This design comes from an exercise in tuning for small area on the open sky130 flow, not from production work. RTL that was checked went through simulation tests only; none was proved equivalent to the original.

==> inputs of raven <==
Design LR5_TOP, start of the top module:
module LR5_TOP(
	input CLK_100,
	input BTN_0,BTN_1,BTN_2,BTN_3,
	output[0:7] ROW, 
	output[0:7] COL_B,
	output[0:15] LED
    );
wire CLK;
wire LEFT, RIGHT, RST, RE;
wire[63:0] SHIFT;
parameter PWM_WIDTH = 4;
assign RST = BTN_0;
assign RE = BTN_1;
assign LEFT = BTN_2;
assign RIGHT = BTN_3;
SHIFT_REG SH_REG(.clk(CLK_100), .shift_l(LEFT), .shift_r(RIGHT), .rst(RST), .shift(SHIFT));
genvar i;
generate
	for(i=0; i<64; i=i+4)begin : pwm_gen
		PWM_FSM#(.UDW(PWM_WIDTH)) PWM(.CLK(CLK_100), .RST(RST), .RE(RE), .CE(1'b1), 
			.PWM_IN(SHIFT[i+:4]), .PWM_P(LED[(i/4)]));
	end
endgenerate
LR5_MATRIX_DISP MATRIX(.CLK(CLK_100), .CE(1'b1), .SEQ(SHIFT), .RST(RST),
.ROW_0(ROW[0]),
.ROW_1(ROW[1]),
.ROW_2(ROW[2]),
.ROW_3(ROW[3]),
.ROW_4(ROW[4]),
.ROW_5(ROW[5]),
.ROW_6(ROW[6]),
.ROW_7(ROW[7]),
.COL_0(COL_B[0]),
.COL_1(COL_B[1]),
.COL_2(COL_B[2]),
.COL_3(COL_B[3]),
.COL_4(COL_B[4]),
.COL_5(COL_B[5]),
.COL_6(COL_B[6]),
.COL_7(COL_B[7]));
endmodule
==> module COL_COUNTER, before the edit <==
module COL_COUNTER(
	input CLK, CE, RST,
	output CEO, output[2:0] Q
    );
parameter [3:0] CNTR_WIDTH = 4;
parameter [3:0] MAX = 8;
reg [CNTR_WIDTH - 1:0] CNT;
reg DONE;
assign Q = CNT;
assign CEO = DONE;
always @ (posedge CLK, posedge RST) begin
	if(RST) CNT <= {CNTR_WIDTH{1'b0}};
	else if(CE) CNT <= CNT + 1; 
	else if(CNT == MAX)begin
		DONE <= 1;
		CNT <= 0;
	end
end
endmodule
==> module LR5_MATRIX_DISP, before the edit <==
module LR5_MATRIX_DISP(
	input CLK, CE, RST,
	input [63:0] SEQ,
	output ROW_0, ROW_1, ROW_2, ROW_3, ROW_4, ROW_5, ROW_6, ROW_7, 
	COL_0, COL_1, COL_2, COL_3, COL_4, COL_5, COL_6, COL_7
    );
wire[2:0]COL;
wire[7:0] CURR_COL;
assign ROW_0 = SEQ[(63-COL)];
assign ROW_1 = SEQ[(55-COL)];
assign ROW_2 = SEQ[(47-COL)];
assign ROW_3 = SEQ[(39-COL)];
assign ROW_4 = SEQ[(31-COL)];
assign ROW_5 = SEQ[(23-COL)];
assign ROW_6 = SEQ[(15-COL)];
assign ROW_7 = SEQ[(7-COL)];
COL_COUNTER COL_CNT(.CLK(CLK), .CE(CE), .Q(COL), .RST(RST));
DECODER COL_DEC(.ADDR(COL), .SELECT(CURR_COL));
assign {COL_0, COL_1, COL_2, COL_3, COL_4, COL_5, COL_6, COL_7} = 
 CURR_COL;
endmodule
==> module PWM_FSM, before the edit <==
module PWM_FSM #(
	parameter UDW = 4)
(
	input CLK,
	input RST,
	input RE,
	input CE,
	input [UDW-1:0] PWM_IN,
	output reg PWM_P,  
	output reg PWM_N,  
	output reg [UDW-1:0] PWM_REG, FSM_STATE
 );
 always@* PWM_N <= ~PWM_P;
 always@(posedge CLK, posedge RST)begin
	if(RST)PWM_REG <= 0;
	else if((FSM_STATE == 2**UDW-2) && CE) PWM_REG <= PWM_IN;
 end
 always @ (posedge CLK, posedge RST)begin
	if(RST)begin
		PWM_P <= 0;
		FSM_STATE <= 0;
	end	
	else if(RE)begin
		FSM_STATE <= 0;
		PWM_P <= 0;
	end
	else if(CE)begin
		case(FSM_STATE)
			0 : begin
				PWM_P <= 0;
				FSM_STATE <= 2**UDW-2;
			end
			{UDW{1'b1}} :begin
				if(PWM_REG != 0) PWM_P <= 1;
				else PWM_P <= 0;
				FSM_STATE <= 1;
			end 
			default : begin
				if(PWM_REG > FSM_STATE) PWM_P <= 1;
				else PWM_P <= 0;
				FSM_STATE <= FSM_STATE + 1;
			end
		endcase
	end
end
 endmodule
==> module LR5_TOP, before the edit <==
module LR5_TOP(
	input CLK_100,
	input BTN_0,BTN_1,BTN_2,BTN_3,
	output[0:7] ROW, 
	output[0:7] COL_B,
	output[0:15] LED
    );
wire CLK;
wire LEFT, RIGHT, RST, RE;
wire[63:0] SHIFT;
parameter PWM_WIDTH = 4;
assign RST = BTN_0;
assign RE = BTN_1;
assign LEFT = BTN_2;
assign RIGHT = BTN_3;
SHIFT_REG SH_REG(.clk(CLK_100), .shift_l(LEFT), .shift_r(RIGHT), .rst(RST), .shift(SHIFT));
genvar i;
generate
	for(i=0; i<64; i=i+4)begin : pwm_gen
		PWM_FSM#(.UDW(PWM_WIDTH)) PWM(.CLK(CLK_100), .RST(RST), .RE(RE), .CE(1'b1), 
			.PWM_IN(SHIFT[i+:4]), .PWM_P(LED[(i/4)]));
	end
endgenerate
LR5_MATRIX_DISP MATRIX(.CLK(CLK_100), .CE(1'b1), .SEQ(SHIFT), .RST(RST),
.ROW_0(ROW[0]),
.ROW_1(ROW[1]),
.ROW_2(ROW[2]),
.ROW_3(ROW[3]),
.ROW_4(ROW[4]),
.ROW_5(ROW[5]),
.ROW_6(ROW[6]),
.ROW_7(ROW[7]),
.COL_0(COL_B[0]),
.COL_1(COL_B[1]),
.COL_2(COL_B[2]),
.COL_3(COL_B[3]),
.COL_4(COL_B[4]),
.COL_5(COL_B[5]),
.COL_6(COL_B[6]),
.COL_7(COL_B[7]));
endmodule
clock: 10.0 ns
lec_check: 0
cap_margin: 20
core_margin: 2
core_utilization: 40
slew_margin: 20
run.sh (not shown) runs the stock make flow with config.mk's settings and CLKGATE_MAP_FILE= SYNTH_SCRIPT=/design/flow/synth_recipe.tcl, a recipe that flattens the netlist after the stock synthesis.
==> maple (differences from raven) <==
==> flow/design.v (replaced) <==
`timescale 1ns / 1ps
module DECODER(
	input[2:0] ADDR,
	output[0:7] SELECT
    );
reg[0:7] DEC;
assign SELECT = ~DEC;
always@* begin
 case(ADDR)
	3'd0: DEC=8'b10000000;
   3'd1: DEC=8'b01000000;
   3'd2: DEC=8'b00100000;
   3'd3: DEC=8'b00010000;
   3'd4: DEC=8'b00001000;
   3'd5: DEC=8'b00000100;
   3'd6: DEC=8'b00000010;
   default: DEC=8'b00000001;
 endcase
end
endmodule
`timescale 1ns / 1ps
module COL_COUNTER(
	input CLK, RST,
	output reg [2:0] Q
    );
always @ (posedge CLK, posedge RST) begin
	if(RST) Q <= 3'd0;
	else Q <= Q + 3'd1;
end
endmodule
`timescale 1ns / 1ps
module LR5_MATRIX_DISP(
	input CLK, RST,
	input [63:0] SEQ,
	output [0:7] ROW,
	output [0:7] COL
    );
wire [2:0] C;
COL_COUNTER COL_CNT(.CLK(CLK), .RST(RST), .Q(C));
DECODER COL_DEC(.ADDR(C), .SELECT(COL));
genvar r;
generate
	for (r = 0; r < 8; r = r + 1) begin : row_gen
		wire [7:0] BYTE = SEQ[63-8*r -: 8];
		assign ROW[r] = BYTE[3'd7 - C];
	end
endgenerate
endmodule
`timescale 1ns / 1ps
module PWM_FSM (
	input CLK,
	input RST,
	input LD,
	input [3:0] NK,
	input [3:0] PWM_IN,
	output reg PWM_P
 );
 reg [3:0] PWM_REG;
 always @(posedge CLK) if (LD) PWM_REG <= PWM_IN;
 wire g0 = PWM_REG[0] & NK[0];
 wire g1 = (PWM_REG[1] & NK[1]) | (g0 & (PWM_REG[1] | NK[1]));
 wire g2 = (PWM_REG[2] & NK[2]) | (g1 & (PWM_REG[2] | NK[2]));
 wire g3 = (PWM_REG[3] & NK[3]) | (g2 & (PWM_REG[3] | NK[3]));
 always @(posedge CLK, posedge RST)
	if (RST) PWM_P <= 1'b0;
	else PWM_P <= g3;
endmodule
`timescale 1ns / 1ps
module SHIFT_REG(
	input clk, shift_l, shift_r, rst,
	output reg[63:0] shift
    );
always@(posedge clk, posedge rst)begin
	if(rst) shift<={{4'hD},{4'h4},{4'h7},{4'hA},{4'h8},{4'hB},{4'h8},{4'hD},{4'h3},{4'h5},{4'h2},
		{4'hF},{4'hB},{4'hC},{4'h7},{4'h0}};
	else if(shift_l) shift<=shift<<<4;
	else if(shift_r) shift<=shift>>>4;
end
endmodule
`timescale 1ns / 1ps
module LR5_TOP(
	input CLK_100,
	input BTN_0,BTN_1,BTN_2,BTN_3,
	output[0:7] ROW, 
	output[0:7] COL_B,
	output[0:15] LED
    );
wire RST = BTN_0;
wire RE = BTN_1;
wire LEFT = BTN_2;
wire RIGHT = BTN_3;
wire [63:0] SHIFT;
SHIFT_REG SH_REG(.clk(CLK_100), .shift_l(LEFT), .shift_r(RIGHT), .rst(RST), .shift(SHIFT));
reg [3:0] ST;
reg FRESH;
always @(posedge CLK_100, posedge RST) begin
	if (RST) begin
		ST <= 4'd0;
		FRESH <= 1'b1;
	end else begin
		if (ST == 4'd14) FRESH <= 1'b0;
		if (RE) ST <= 4'd0;
		else if (ST == 4'd0) ST <= 4'd14;
		else if (ST == 4'd15) ST <= 4'd1;
		else ST <= ST + 4'd1;
	end
end
wire LD = (ST == 4'd14);
wire BLOCK = RE | (ST == 4'd0) | (LD & FRESH);
wire [3:0] NK = BLOCK ? 4'd0 : (ST == 4'd15) ? 4'hF : ~ST;
genvar i;
generate
	for(i=0; i<16; i=i+1)begin : pwm_gen
		PWM_FSM PWM(.CLK(CLK_100), .RST(RST), .LD(LD), .NK(NK),
			.PWM_IN(SHIFT[4*i+:4]), .PWM_P(LED[i]));
	end
endgenerate
LR5_MATRIX_DISP MATRIX(.CLK(CLK_100), .RST(RST), .SEQ(SHIFT), .ROW(ROW), .COL(COL_B));
endmodule
==> flow/flow/run.sh (new file) <==
#!/bin/bash
# Standard ORFS layout (the standard.sh), with two changes:
#  - port buffers are the smallest buffer cell instead of the one buffer_ports picks;
#  - clock tree synthesis inserts no dummy loads and uses small clock buffers.
set -euo pipefail
bash standard.sh \
  "BUFFER_PORTS_ARGS=-buffer_cell sky130_fd_sc_hd__buf_1" \
  "CTS_ARGS=-sink_clustering_enable -repair_clock_nets -dont_use_dummy_load -buf_list {sky130_fd_sc_hd__clkbuf_1 sky130_fd_sc_hd__clkbuf_2 sky130_fd_sc_hd__clkbuf_4 sky130_fd_sc_hd__clkbuf_8}" \
  finish > standard_flow.log 2>&1
==> flow/standard.sh (new file) <==
#!/bin/bash
# synth_recipe.tcl (not shown) runs the flow's synth.tcl, then flattens the netlist and writes it again
# the make line also repeats each setting of config.mk as NAME=value (left out here)
make -C /OpenROAD-flow-scripts/flow DESIGN_CONFIG=/design/flow/config.mk WORK_HOME=/design/flow/orfs CLKGATE_MAP_FILE= SYNTH_SCRIPT=/design/flow/synth_recipe.tcl "${@:-finish}"
ABC_AREA = 1   (was not set)
removed: flow/run.sh
==> fjord (differences from raven) <==
==> flow/design.v (replaced) <==
`timescale 1ns / 1ps
module DECODER(
	input[2:0] ADDR,
	output[0:7] SELECT
    );
reg[0:7] DEC;
assign SELECT = ~DEC;
always@* begin
 case(ADDR)
	3'd0: DEC=8'b10000000;
   3'd1: DEC=8'b01000000;
   3'd2: DEC=8'b00100000;
   3'd3: DEC=8'b00010000;
   3'd4: DEC=8'b00001000;
   3'd5: DEC=8'b00000100;
   3'd6: DEC=8'b00000010;
   default: DEC=8'b00000001;
 endcase
end
endmodule
`timescale 1ns / 1ps
module COL_COUNTER(
	input CLK, RST,
	output reg [2:0] Q
    );
always @ (posedge CLK, posedge RST) begin
	if(RST) Q <= 3'd0;
	else Q <= Q + 3'd1;
end
endmodule
`timescale 1ns / 1ps
module LR5_MATRIX_DISP(
	input CLK, RST,
	input [63:0] SEQ,
	output [0:7] ROW,
	output [0:7] COL
    );
wire [2:0] C;
COL_COUNTER COL_CNT(.CLK(CLK), .RST(RST), .Q(C));
DECODER COL_DEC(.ADDR(C), .SELECT(COL));
genvar r;
generate
	for (r = 0; r < 8; r = r + 1) begin : row_gen
		wire [7:0] BYTE = SEQ[63-8*r -: 8];
		assign ROW[r] = BYTE[3'd7 - C];
	end
endgenerate
endmodule
`timescale 1ns / 1ps
module PWM_FSM (
	input CLK,
	input RST,
	input LD,
	input [3:0] NK,
	input [3:0] PWM_IN,
	output reg PWM_P
 );
 reg [3:0] PWM_REG;
 always @(posedge CLK) if (LD) PWM_REG <= PWM_IN;
 wire g0 = PWM_REG[0] & NK[0];
 wire g1 = (PWM_REG[1] & NK[1]) | (g0 & (PWM_REG[1] | NK[1]));
 wire g2 = (PWM_REG[2] & NK[2]) | (g1 & (PWM_REG[2] | NK[2]));
 wire g3 = (PWM_REG[3] & NK[3]) | (g2 & (PWM_REG[3] | NK[3]));
 always @(posedge CLK, posedge RST)
	if (RST) PWM_P <= 1'b0;
	else PWM_P <= g3;
endmodule
`timescale 1ns / 1ps
module SHIFT_REG(
	input clk, shift_l, shift_r, rst,
	output reg[63:0] shift
    );
always@(posedge clk, posedge rst)begin
	if(rst) shift<={{4'hD},{4'h4},{4'h7},{4'hA},{4'h8},{4'hB},{4'h8},{4'hD},{4'h3},{4'h5},{4'h2},
		{4'hF},{4'hB},{4'hC},{4'h7},{4'h0}};
	else if(shift_l) shift<=shift<<<4;
	else if(shift_r) shift<=shift>>>4;
end
endmodule
`timescale 1ns / 1ps
module LR5_TOP(
	input CLK_100,
	input BTN_0,BTN_1,BTN_2,BTN_3,
	output[0:7] ROW, 
	output[0:7] COL_B,
	output[0:15] LED
    );
wire RST = BTN_0;
wire RE = BTN_1;
wire LEFT = BTN_2;
wire RIGHT = BTN_3;
wire [63:0] SHIFT;
SHIFT_REG SH_REG(.clk(CLK_100), .shift_l(LEFT), .shift_r(RIGHT), .rst(RST), .shift(SHIFT));
reg [3:0] ST;
reg FRESH;
always @(posedge CLK_100, posedge RST) begin
	if (RST) begin
		ST <= 4'd0;
		FRESH <= 1'b1;
	end else begin
		if (ST == 4'd14) FRESH <= 1'b0;
		if (RE) ST <= 4'd0;
		else if (ST == 4'd0) ST <= 4'd14;
		else if (ST == 4'd15) ST <= 4'd1;
		else ST <= ST + 4'd1;
	end
end
wire LD = (ST == 4'd14);
wire BLOCK = RE | (ST == 4'd0) | (LD & FRESH);
wire [3:0] NK = BLOCK ? 4'd0 : (ST == 4'd15) ? 4'hF : ~ST;
genvar i;
generate
	for(i=0; i<16; i=i+1)begin : pwm_gen
		PWM_FSM PWM(.CLK(CLK_100), .RST(RST), .LD(LD), .NK(NK),
			.PWM_IN(SHIFT[4*i+:4]), .PWM_P(LED[i]));
	end
endgenerate
LR5_MATRIX_DISP MATRIX(.CLK(CLK_100), .RST(RST), .SEQ(SHIFT), .ROW(ROW), .COL(COL_B));
endmodule
ABC_AREA = 1   (was not set)
CTS_BUF_LIST = sky130_fd_sc_hd__clkbuf_1 sky130_fd_sc_hd__clkbuf_2 sky130_fd_sc_hd__clkbuf_4 sky130_fd_sc_hd__clkbuf_8   (was not set)
==> flow_summary.json <==
{
  "vias": 5458,
  "synth_top_cells_by_count": "inv_1, nand2_1, o21ai_0",
  "p_int_uw": 1027,
  "numCtsBuffers": 17,
  "dieArea_um2": 19060,
  "clock_skew_ns": 0.01631,
  "pre_cts_slack_ns": 5.534,
  "status": "no timing/DRC/antenna violations"
}
the above is filed under maple

==> flow_summary.json <==
{
  "status": "no timing/DRC/antenna violations",
  "vias": 5565,
  "numCtsBuffers": 17,
  "synth_top_cells_by_count": "inv_1, nand2_1, o21ai_0",
  "clock_skew_ns": 0.008984,
  "p_int_uw": 1170
}
the above is filed under fjord

==> flow_summary.json <==
{
  "status": "no timing/DRC/antenna violations",
  "vias": 8683,
  "pre_cts_slack_ns": 5.364,
  "dieArea_um2": 32160,
  "numCtsBuffers": 25,
  "synth_top_cells_by_count": "dfrtp_1, nand2_1, ha_1",
  "clock_skew_ns": 0.008437
}
the above is filed under raven

No functional check of the RTL was part of raven.

## re-timing with driven ports
No port has a modelled driver above. Below, the same layouts with a new extraction and two added sets of constraints.
Step 1 assumes that a clkbuf_16 drives the clock port and a buf_2 every other input.
Step 2, shift: input delay + t, output delay - t, t = (earliest + latest rising clock arrival at the registers) / 2. This alone moves slack from input paths to output paths.
a / b / c = ideal ports / drivers / drivers and shift; a / b = the first two.
run | t (ns) | slack for setup (ns) | worst setup path at the end
raven | 0.564 | 4.903 / 4.856 / 5.420 | register to output
maple | 0.485 | 5.121 / 5.086 / 5.571 | register to output
fjord | 0.497 | 4.668 / 4.629 / 5.126 | register to output
After both steps setup and hold are still met in every run listed.
